Background: an optimization exercise with open tools, aiming at small area and a short achievable clock period. Do not read the settings as production practice.
RTL that was checked went through simulation tests only; none was proved equivalent to the original.
The clock port is modelled as an ideal driver, which makes a skipped or thinned clock tree look cheaper than it is; a real chip needs a root buffer or a tree.
No activity file was given, so power comes from the tool's default toggle rates.

==> build 95 <==
## alu_top
module alu_top (
    input             clk,
    input      [3:0]  control,
    input             CI,
    input      [31:0] DATA_A,
    input      [31:0] DATA_B,
    output reg [31:0] OUT,
    output reg        CO,
    output reg        OVF,
    output reg        N,
    output reg        Z
);
reg  [3:0]  control_q;
reg         CI_q;
reg  [31:0] A_q, B_q;
wire [31:0] out_w;
wire        co_w, ovf_w, n_w, z_w;
always @(posedge clk) begin
    control_q <= control;
    CI_q      <= CI;
    A_q       <= DATA_A;
    B_q       <= DATA_B;
end
ALU #(.WIDTH(32)) alu (
    .control(control_q), .CI(CI_q), .DATA_A(A_q), .DATA_B(B_q),
    .OUT(out_w), .CO(co_w), .OVF(ovf_w), .N(n_w), .Z(z_w)
);
always @(posedge clk) begin
    OUT <= out_w;
    CO  <= co_w;
    OVF <= ovf_w;
    N   <= n_w;
    Z   <= z_w;
end
endmodule
Settings: LEC_CHECK=0, CAP_MARGIN=20, CORE_MARGIN=2, CORE_UTILIZATION=72, PLACE_DENSITY=0.8, SLEW_MARGIN=20; clock period 10.0 ns.
standard.sh (not shown) runs the stock make flow with config.mk's settings and CLKGATE_MAP_FILE= SYNTH_SCRIPT=/design/flow/synth_recipe.tcl, a recipe that flattens the netlist after the stock synthesis.
==> flow/flow/run.sh <==
#!/bin/bash
# ORFS layout through the standard.sh, with these changes:
# - the ports get small fast buffers (buf_1);
# - the clock tree is one level of four clkbuf_16 (flow/cts_manual.tcl);
# - timing repair aims below the clock period (SETUP_SLACK_MARGIN); the design is still
#   built and signed off at the design's period;
# - if flow/abc.script exists, synthesis maps the logic with it instead of ORFS's ABC
#   script (flow/synth.tcl is synth_recipe.tcl with that one change; registers are as in
#   the standard synthesis).
set -euo pipefail
here=$(pwd)
export MY_ABC_SCRIPT=$here/flow/abc.script
bash standard.sh \
  "SYNTH_SCRIPT=$here/flow/synth.tcl" \
  "ADDER_MAP_FILE=" \
  "BUFFER_PORTS_ARGS=-buffer_cell sky130_fd_sc_hd__buf_1" \
  "PRE_CTS_TCL=$here/flow/cts_manual.tcl" \
  "SETUP_SLACK_MARGIN=7.3" \
  finish > make_finish.log 2>&1
Other scripts of this flow, unchanged in this note and not shown: flow/flow/abc.script, flow/flow/cts_manual.tcl, flow/flow/synth.tcl
==> build 94 (differences from build 95) <==
--- a/flow/design.v
+++ b/flow/design.v
@@ -184,13 +184,13 @@
 assign c[29] = G8_29;
 assign c[30] = G9_30;
 assign c[31] = G5_31;
 assign OUT = q ^ c;
 assign N = OUT[WIDTH-1];
-wire [WIDTH-1:0] tq = inv ? g : (t & {WIDTH{arith}});
+wire [WIDTH-1:0] tq = ((a & y) | ({WIDTH{~inv}} & (a | y))) & {WIDTH{arith}};
 wire [WIDTH-1:0] pc = {tq[WIDTH-2:0], k};
-assign Z = ~(|OUT[15:0]) & ~(|(q[WIDTH-1:16] ^ pc[WIDTH-1:16]));
+assign Z = ~|(q ^ pc);
 wire c32 = g[WIDTH-1] | (p[WIDTH-1] & c[WIDTH-1]);
 assign CO  = (addop & c32) | (subop & ~OUT[WIDTH-1]);
 assign OVF = arith & (c[WIDTH-1] ^ c32);
 end else begin : g_generic
 reg [WIDTH-1:0] R; reg RC, RV;
Settings changed: ABC_AREA set to 1, CORE_UTILIZATION 72 to 40, PLACE_DENSITY 0.8 to not set.
==> trial 72 (differences from build 95) <==
--- a/flow/design.v
+++ b/flow/design.v
@@ -186,11 +186,11 @@
 assign c[31] = G5_31;
 assign OUT = q ^ c;
 assign N = OUT[WIDTH-1];
 wire [WIDTH-1:0] tq = inv ? g : (t & {WIDTH{arith}});
 wire [WIDTH-1:0] pc = {tq[WIDTH-2:0], k};
-assign Z = ~(|OUT[15:0]) & ~(|(q[WIDTH-1:16] ^ pc[WIDTH-1:16]));
+assign Z = ~|(q ^ pc);
 wire c32 = g[WIDTH-1] | (p[WIDTH-1] & c[WIDTH-1]);
 assign CO  = (addop & c32) | (subop & ~OUT[WIDTH-1]);
 assign OVF = arith & (c[WIDTH-1] ^ c32);
 end else begin : g_generic
 reg [WIDTH-1:0] R; reg RC, RV;
Settings changed: CORE_UTILIZATION 72 to 68.
==> summary of the runs <==
- Against build 94, the setup slack of build 95 is worse by 0.038 ns.
- Maximum frequency: build 94 > trial 72 > build 95.
- Combinational power: trial 72 < build 94 < build 95.
- Clock power is about the same in trial 72 and build 94.
- The highest cell area belongs to build 94, the lowest to trial 72.
==> figures <==
metric                                              trial 72                 build 95                 build 94
Status                               complete, no violations  complete, no violations  complete, no violations
Critical path startpoint                     OUT[10]$_DFF_P_                Z$_DFF_P_          OUT[18]$_DFF_P_
Termination of the worst setup path                  OUT[10]                        Z                  OUT[18]
Highest achievable clock rate                      375.5 MHz                371.2 MHz                376.5 MHz
Syn Std Cell Area                                  5624 um^2                5527 um^2                5632 um^2
Post-DR wirelength/cell                             14.78 um                 17.09 um                 13.76 um
Min-Delay Startpoint                         A_q[31]$_DFF_P_     control_q[3]$_DFF_P_     control_q[3]$_DFF_P_
Instance area after placement                      6090 um^2                5986 um^2                6187 um^2
Comb pwr share                                         29.5%                    31.0%                    30.2%
Syn Inst Count                                           808                      840                      827
Leakage power figure                                3.050 nW                 3.206 nW                 3.057 nW
Only the layout flow was run in build 95 and build 94; the RTL was not checked for function there. In every run of this note, the design's own scripts or RTL, not TritonCTS, make the clock network.

---

==> run F: inputs <==
alu_top with an RTL version that a note above also has.
==> flow/design.v (excerpt) <==
module alu_top (
    input             clk,
    input      [3:0]  control,
    input             CI,
    input      [31:0] DATA_A,
    input      [31:0] DATA_B,
    output reg [31:0] OUT,
    output reg        CO,
    output reg        OVF,
    output reg        N,
    output reg        Z
);
reg  [3:0]  control_q;
reg         CI_q;
reg  [31:0] A_q, B_q;
wire [31:0] out_w;
wire        co_w, ovf_w, n_w, z_w;
always @(posedge clk) begin
    control_q <= control;
    CI_q      <= CI;
    A_q       <= DATA_A;
    B_q       <= DATA_B;
end
ALU #(.WIDTH(32)) alu (
    .control(control_q), .CI(CI_q), .DATA_A(A_q), .DATA_B(B_q),
    .OUT(out_w), .CO(co_w), .OVF(ovf_w), .N(n_w), .Z(z_w)
);
always @(posedge clk) begin
    OUT <= out_w;
    CO  <= co_w;
    OVF <= ovf_w;
    N   <= n_w;
    Z   <= z_w;
end
endmodule
clock: 10.0 ns
lec_check: 0
abc_area: 1
cap_margin: 20
core_margin: 2
core_utilization: 65
place_density: 0.75
slew_margin: 20
==> flow/flow/abc.script <==
strash; dch -f; map -D 3000 -B 0.9; topo; stime -c; buffer -c; upsize -c -D 3000; dnsize -c -D 3000
==> flow/flow/cts_manual.tcl <==
# Read by ORFS's CTS step (PRE_CTS_TCL). Replaces clock_tree_synthesis with a one-level
# clock tree: the clock port drives four clkbuf_16, each of which drives the registers of
# one quadrant of the placement (split at the median x, then at the median y). Every
# register sees the same single buffer stage, so the tree adds no deliberate skew.
proc clock_tree_synthesis { args } {
  set block [ord::get_db_block]
  set master [[ord::get_db] findMaster sky130_fd_sc_hd__clkbuf_16]
  set clknet [[$block findBTerm clk] getNet]
  set sinks {}
  foreach it [$clknet getITerms] {
    set bb [[$it getInst] getBBox]
    lappend sinks [list $it [expr {([$bb xMin] + [$bb xMax]) / 2}] [expr {([$bb yMin] + [$bb yMax]) / 2}]]
  }
  set sorted [lsort -integer -index 1 $sinks]
  set half [expr {[llength $sorted] / 2}]
  set groups {}
  foreach col [list [lrange $sorted 0 [expr {$half - 1}]] [lrange $sorted $half end]] {
    set col [lsort -integer -index 2 $col]
    set h [expr {[llength $col] / 2}]
    lappend groups [lrange $col 0 [expr {$h - 1}]] [lrange $col $h end]
  }
  set g 0
  foreach grp $groups {
    set inst [odb::dbInst_create $block $master clkbuf_q$g]
    set net [odb::dbNet_create $block clknet_q$g]
    $net setSigType CLOCK
    [$inst findITerm A] connect $clknet
    [$inst findITerm X] connect $net
    set sx 0
    set sy 0
    foreach s $grp {
      set it [lindex $s 0]
      $it disconnect
      $it connect $net
      set sx [expr {$sx + [lindex $s 1]}]
      set sy [expr {$sy + [lindex $s 2]}]
    }
    set m [llength $grp]
    $inst setLocation [expr {$sx / $m}] [expr {$sy / $m}]
    $inst setPlacementStatus PLACED
    incr g
  }
  puts "cts_manual: clock port drives $g clkbuf_16, [llength $sinks] registers"
  set_propagated_clock [all_clocks]
}
==> flow/flow/synth.tcl <==
proc synth {args} { yosys synth -nofsm -noshare {*}$args }
# Map the logic with this flow's own ABC script instead of ORFS's.
proc abc {args} {
  set i [lsearch -exact $args -script]
  if {$i >= 0} { lset args [expr {$i + 1}] $::env(MY_ABC_SCRIPT) }
  yosys abc {*}$args
}
source $::env(SCRIPTS_DIR)/synth.tcl
# left out here: clear keep_hierarchy, flatten, clean up, hide names made inside functions, write 1_2_yosys.v
Scripts as last shown in full above: flow/flow/run.sh
==> run K: changes against run F <==
--- a/flow/design.v
+++ b/flow/design.v
@@ -56,19 +56,21 @@
 wire subop = arith & c1;
 wire [WIDTH-1:0] a = DATA_A;
 wire [WIDTH-1:0] y = DATA_B ^ {WIDTH{sub}};
 wire [WIDTH-1:0] p = a ^ y;
 wire [WIDTH-1:0] g = a & y & {WIDTH{arith}};
 wire [WIDTH-1:0] t = a | y;
-wire addlike = arith & ~c1;                           
-wire m11 = (~c3 & ~c2 & ~c1 & ~c0) | (arith & c1 & ~c0) | (c3 & c2 & ~(c1 & c0));   
-wire m00 = (arith & c1 & ~c0) | (c3 & c2 & c1);                         
-wire m10 = (~c3 & ~c2 & ~c1 & c0) | addlike | inv | (c3 & c2 & ~c1 & ~c0) | (c3 & c2 & c1 & c0);  
-wire m01 = (~c3 & ~c2 & ~c1 & c0) | addlike | inv | (c3 & c2 & ~c1);    
-wire [WIDTH-1:0] q = (a & DATA_B & {WIDTH{m11}}) | (a & ~DATA_B & {WIDTH{m10}})
-                   | (~a & DATA_B & {WIDTH{m01}}) | (~a & ~DATA_B & {WIDTH{m00}});
+wire l_and = ~c3 & ~c2 & ~c1 & ~c0;
+wire l_xor = (~c3 & ~c2 & ~c1 & c0) | (c3 & c2 & c1 & ~c0);    
+wire l_orr = c3 & c2 & ~c1 & ~c0;
+wire l_mov = c3 & c2 & c0;                                      
+wire [WIDTH-1:0] q = ({WIDTH{arith}} & (p ^ {WIDTH{inv}}))
+                   | ({WIDTH{l_and}} & (a & y))
+                   | ({WIDTH{l_xor}} & p)
+                   | ({WIDTH{l_orr}} & t)
+                   | ({WIDTH{l_mov}} & y);
 wire [31:0] G0 = {g[30:0], k};
 wire [31:0] P0 = {p[30:0], 1'b0};
 wire G1_1 = G0[1] | (P0[1] & G0[0]);
 wire G1_3 = G0[3] | (P0[3] & G0[2]);
 wire P1_3 = P0[3] & P0[2];
 wire G1_5 = G0[5] | (P0[5] & G0[4]);
==> flow/flow/run.sh (replaced) <==
#!/bin/bash
# ORFS layout through the standard.sh, with three changes: the logic is mapped by
# this flow's own ABC script (flow/abc.script; the registers come out as in the standard
# synthesis), the ports get small fast buffers, and timing repair aims below the clock
# period (the design is still built and signed off at the design's period).
set -euo pipefail
here=$(pwd)
export MY_ABC_SCRIPT=$here/flow/abc.script
bash standard.sh \
  "SYNTH_SCRIPT=$here/flow/synth.tcl" \
  "ADDER_MAP_FILE=" \
  "BUFFER_PORTS_ARGS=-buffer_cell sky130_fd_sc_hd__buf_1" \
  "SETUP_SLACK_MARGIN=7" \
  finish > make_finish.log 2>&1
==> flow/flow/abc.script (replaced) <==
strash; &get -n; &deepsyn -T 30; &put; dch; map -a; topo
==> flow/config.mk (replaced) <==
export PLATFORM = sky130hd
export DESIGN_NAME = alu_top
export DESIGN_NICKNAME = alu_top
export VERILOG_FILES = /design/flow/design.v
export SDC_FILE = /design/flow/constraint.sdc
export NUM_CORES = 4
export LEC_CHECK = 0
export CAP_MARGIN = 20
export CORE_MARGIN = 2
export CORE_UTILIZATION = 40
export SLEW_MARGIN = 20
removed: flow/flow/cts_manual.tcl
==> run M: changes against run F <==
--- a/flow/design.v
+++ b/flow/design.v
@@ -56,19 +56,21 @@
 wire subop = arith & c1;
 wire [WIDTH-1:0] a = DATA_A;
 wire [WIDTH-1:0] y = DATA_B ^ {WIDTH{sub}};
 wire [WIDTH-1:0] p = a ^ y;
 wire [WIDTH-1:0] g = a & y & {WIDTH{arith}};
 wire [WIDTH-1:0] t = a | y;
-wire addlike = arith & ~c1;                           
-wire m11 = (~c3 & ~c2 & ~c1 & ~c0) | (arith & c1 & ~c0) | (c3 & c2 & ~(c1 & c0));   
-wire m00 = (arith & c1 & ~c0) | (c3 & c2 & c1);                         
-wire m10 = (~c3 & ~c2 & ~c1 & c0) | addlike | inv | (c3 & c2 & ~c1 & ~c0) | (c3 & c2 & c1 & c0);  
-wire m01 = (~c3 & ~c2 & ~c1 & c0) | addlike | inv | (c3 & c2 & ~c1);    
-wire [WIDTH-1:0] q = (a & DATA_B & {WIDTH{m11}}) | (a & ~DATA_B & {WIDTH{m10}})
-                   | (~a & DATA_B & {WIDTH{m01}}) | (~a & ~DATA_B & {WIDTH{m00}});
+wire l_and = ~c3 & ~c2 & ~c1 & ~c0;
+wire l_xor = (~c3 & ~c2 & ~c1 & c0) | (c3 & c2 & c1 & ~c0);    
+wire l_orr = c3 & c2 & ~c1 & ~c0;
+wire l_mov = c3 & c2 & c0;                                      
+wire [WIDTH-1:0] q = ({WIDTH{arith}} & (p ^ {WIDTH{inv}}))
+                   | ({WIDTH{l_and}} & (a & y))
+                   | ({WIDTH{l_xor}} & p)
+                   | ({WIDTH{l_orr}} & t)
+                   | ({WIDTH{l_mov}} & y);
 wire [31:0] G0 = {g[30:0], k};
 wire [31:0] P0 = {p[30:0], 1'b0};
 wire G1_1 = G0[1] | (P0[1] & G0[0]);
 wire G1_3 = G0[3] | (P0[3] & G0[2]);
 wire P1_3 = P0[3] & P0[2];
 wire G1_5 = G0[5] | (P0[5] & G0[4]);
==> flow/flow/run.sh (replaced) <==
#!/bin/bash
# Standard ORFS layout through the standard.sh, with three changes: the ports get
# small fast buffers, the clock tree is one level of four clkbuf_16 (flow/cts_manual.tcl),
# and timing repair aims below the clock period (the design is still built and signed
# off at the design's period).
set -euo pipefail
here=$(pwd)
bash standard.sh \
  "BUFFER_PORTS_ARGS=-buffer_cell sky130_fd_sc_hd__buf_1" \
  "PRE_CTS_TCL=$here/flow/cts_manual.tcl" \
  "SETUP_SLACK_MARGIN=7" \
  finish > make_finish.log 2>&1
--- a/flow/config.mk
+++ b/flow/config.mk
@@ -5,9 +5,8 @@
 export SDC_FILE = /design/flow/constraint.sdc
 export NUM_CORES = 4
 export LEC_CHECK = 0
 export ABC_AREA = 1
 export CAP_MARGIN = 20
 export CORE_MARGIN = 2
-export CORE_UTILIZATION = 65
-export PLACE_DENSITY = 0.75
+export CORE_UTILIZATION = 40
 export SLEW_MARGIN = 20
removed: flow/flow/abc.script
removed: flow/flow/synth.tcl
==> run Y: changes against run F <==
==> flow/flow/abc.script (replaced) <==
strash; dch -f; map -B 0.5; topo; stime -c; buffer -c; upsize -c; dnsize -c
--- a/flow/config.mk
+++ b/flow/config.mk
@@ -5,9 +5,8 @@
 export SDC_FILE = /design/flow/constraint.sdc
 export NUM_CORES = 4
 export LEC_CHECK = 0
 export ABC_AREA = 1
 export CAP_MARGIN = 20
 export CORE_MARGIN = 2
-export CORE_UTILIZATION = 65
-export PLACE_DENSITY = 0.75
+export CORE_UTILIZATION = 40
 export SLEW_MARGIN = 20
==> notes <==
Run K finished clean. Run M went through all stages and came out clean. Run F went through all stages and came out clean. Run Y passed the timing, design-rule and antenna checks. The lowest routed wire length belongs to run F, the highest to run K. Of run Y and run M, run M has the higher worst hold slack (gap 0.034 ns). Against run M, the maximum frequency of run K is lower by about 60%. Between run M and run F, the lower register-to-register slack is in run M (gap 0.20 ns). In sequential cell count, run Y and run F do not differ. Via count: run F > run K > run M > run Y. The highest combinational power belongs to run K, the lowest to run F. Of run F and run M, run M has the higher power (gap 7.6%, measured against run M). Global-route usage: run Y < run M < run K < run F. Clock skew, highest first: run F, run K, run M, run Y. Area after synthesis: run M is higher than run Y (3.8%).
==> figures <==
	run M	run K	run Y	run F
Hold path endpoint	CO$_DFF_P_	OUT[3]$_DFF_P_	OVF$_DFF_P_	OVF$_DFF_P_
Power consumed by sequential cells	486 µW	486 µW	486 µW	484 µW
Hold slack	0.654 ns	0.599 ns	0.620 ns	0.647 ns
Outcome	complete, no violations	complete, no violations	complete, no violations	complete, no violations
Overall track demand over capacity in global routing	19.8%	28.8%	18.2%	30.0%
Relative area change from synthesis to final layout	16.3%	61.6%	14.7%	16.0%
Simple-gate portion of the synthesized area	13.5%	16.7%	26.6%	27.8%
Area of the multi-input gates	3560 µm²	2640 µm²	3500 µm²	3250 µm²
Signal inverters	141	58	70	74
Power share of the sequential group	47.9%	38.8%	50.8%	51.6%
Most numerous cell in the Yosys netlist	inv_1	dfxtp_1	nand2_1	nand2_1
Num rows	45	39	44	33
Internal Power	673 µW	861 µW	646 µW	638 µW
Worst-path fanout max	14	4	1	1
Post-synthesis instance total	781	593	786	808
Insertion delay to the later sink of the worst-skew pair	0.16 ns	0.37 ns	0.16 ns	0.17 ns
Initial Utilization	40.8%	40.6%	41.0%	67.5%
Final routed wirelength across all metal layers	16,800 µm	18,900 µm	15,700 µm	15,200 µm
Launching element of the worst setup path	control_q[0]$_DFF_P_	control_q[2]$_DFF_P_	Z$_DFF_P_	OUT[10]$_DFF_P_
Detailed Route Iter0 Violations	457	655	283	357
Worst Path Required	10.10 ns	10.22 ns	8.00 ns	8.00 ns
Combinational cell fraction of total power	35.0%	30.6%	31.5%	29.5%
Count of filler cells inserted in the layout	1,551	908	1,511	663
The clock cells of run F, run M and run Y come from the design's own scripts or RTL, not from TritonCTS.

==> port drivers added, routing unchanged <==
The results above use ideal ports. As a check the final layouts listed here were re-extracted and re-timed, cells and wires unchanged.
Step 1 assumes that a clkbuf_16 drives the clock port and a buf_2 every other input.
Step 2 also shifts input and output timing later by t, the mid clock arrival at the registers, as if the neighbouring blocks saw the same clock.
a / b / c = ideal ports / drivers / drivers and shift; a / b = the first two.
| run | shift t [ns] | setup WS [ns] | latest minus earliest clock arrival (ns) | cell pins on the clock port's net |
|---|---|---|---|---|
| build 95 | 0.249 | 7.306 / 7.216 / 7.341 | 0.013 / 0.012 | 4 |
| build 94 | 0.249 | 7.344 / 7.249 / 7.469 | 0.012 / 0.012 | 4 |
| trial 72 | 0.241 | 7.337 / 7.251 / 7.456 | 0.010 / 0.009 | 4 |
| run F | 0.243 | 7.329 / 7.245 / 7.381 | 0.013 / 0.014 | 4 |
| run K | 0.402 | 2.785 / 2.785 / 2.785 | 0.011 / 0.010 | 1 |
| run M | 0.249 | 7.183 / 7.183 / 7.183 | 0.008 / 0.008 | 4 |
| run Y | 0.246 | 7.339 / 7.247 / 7.409 | 0.006 / 0.006 | 4 |
After both steps setup and hold are still met in every run listed.
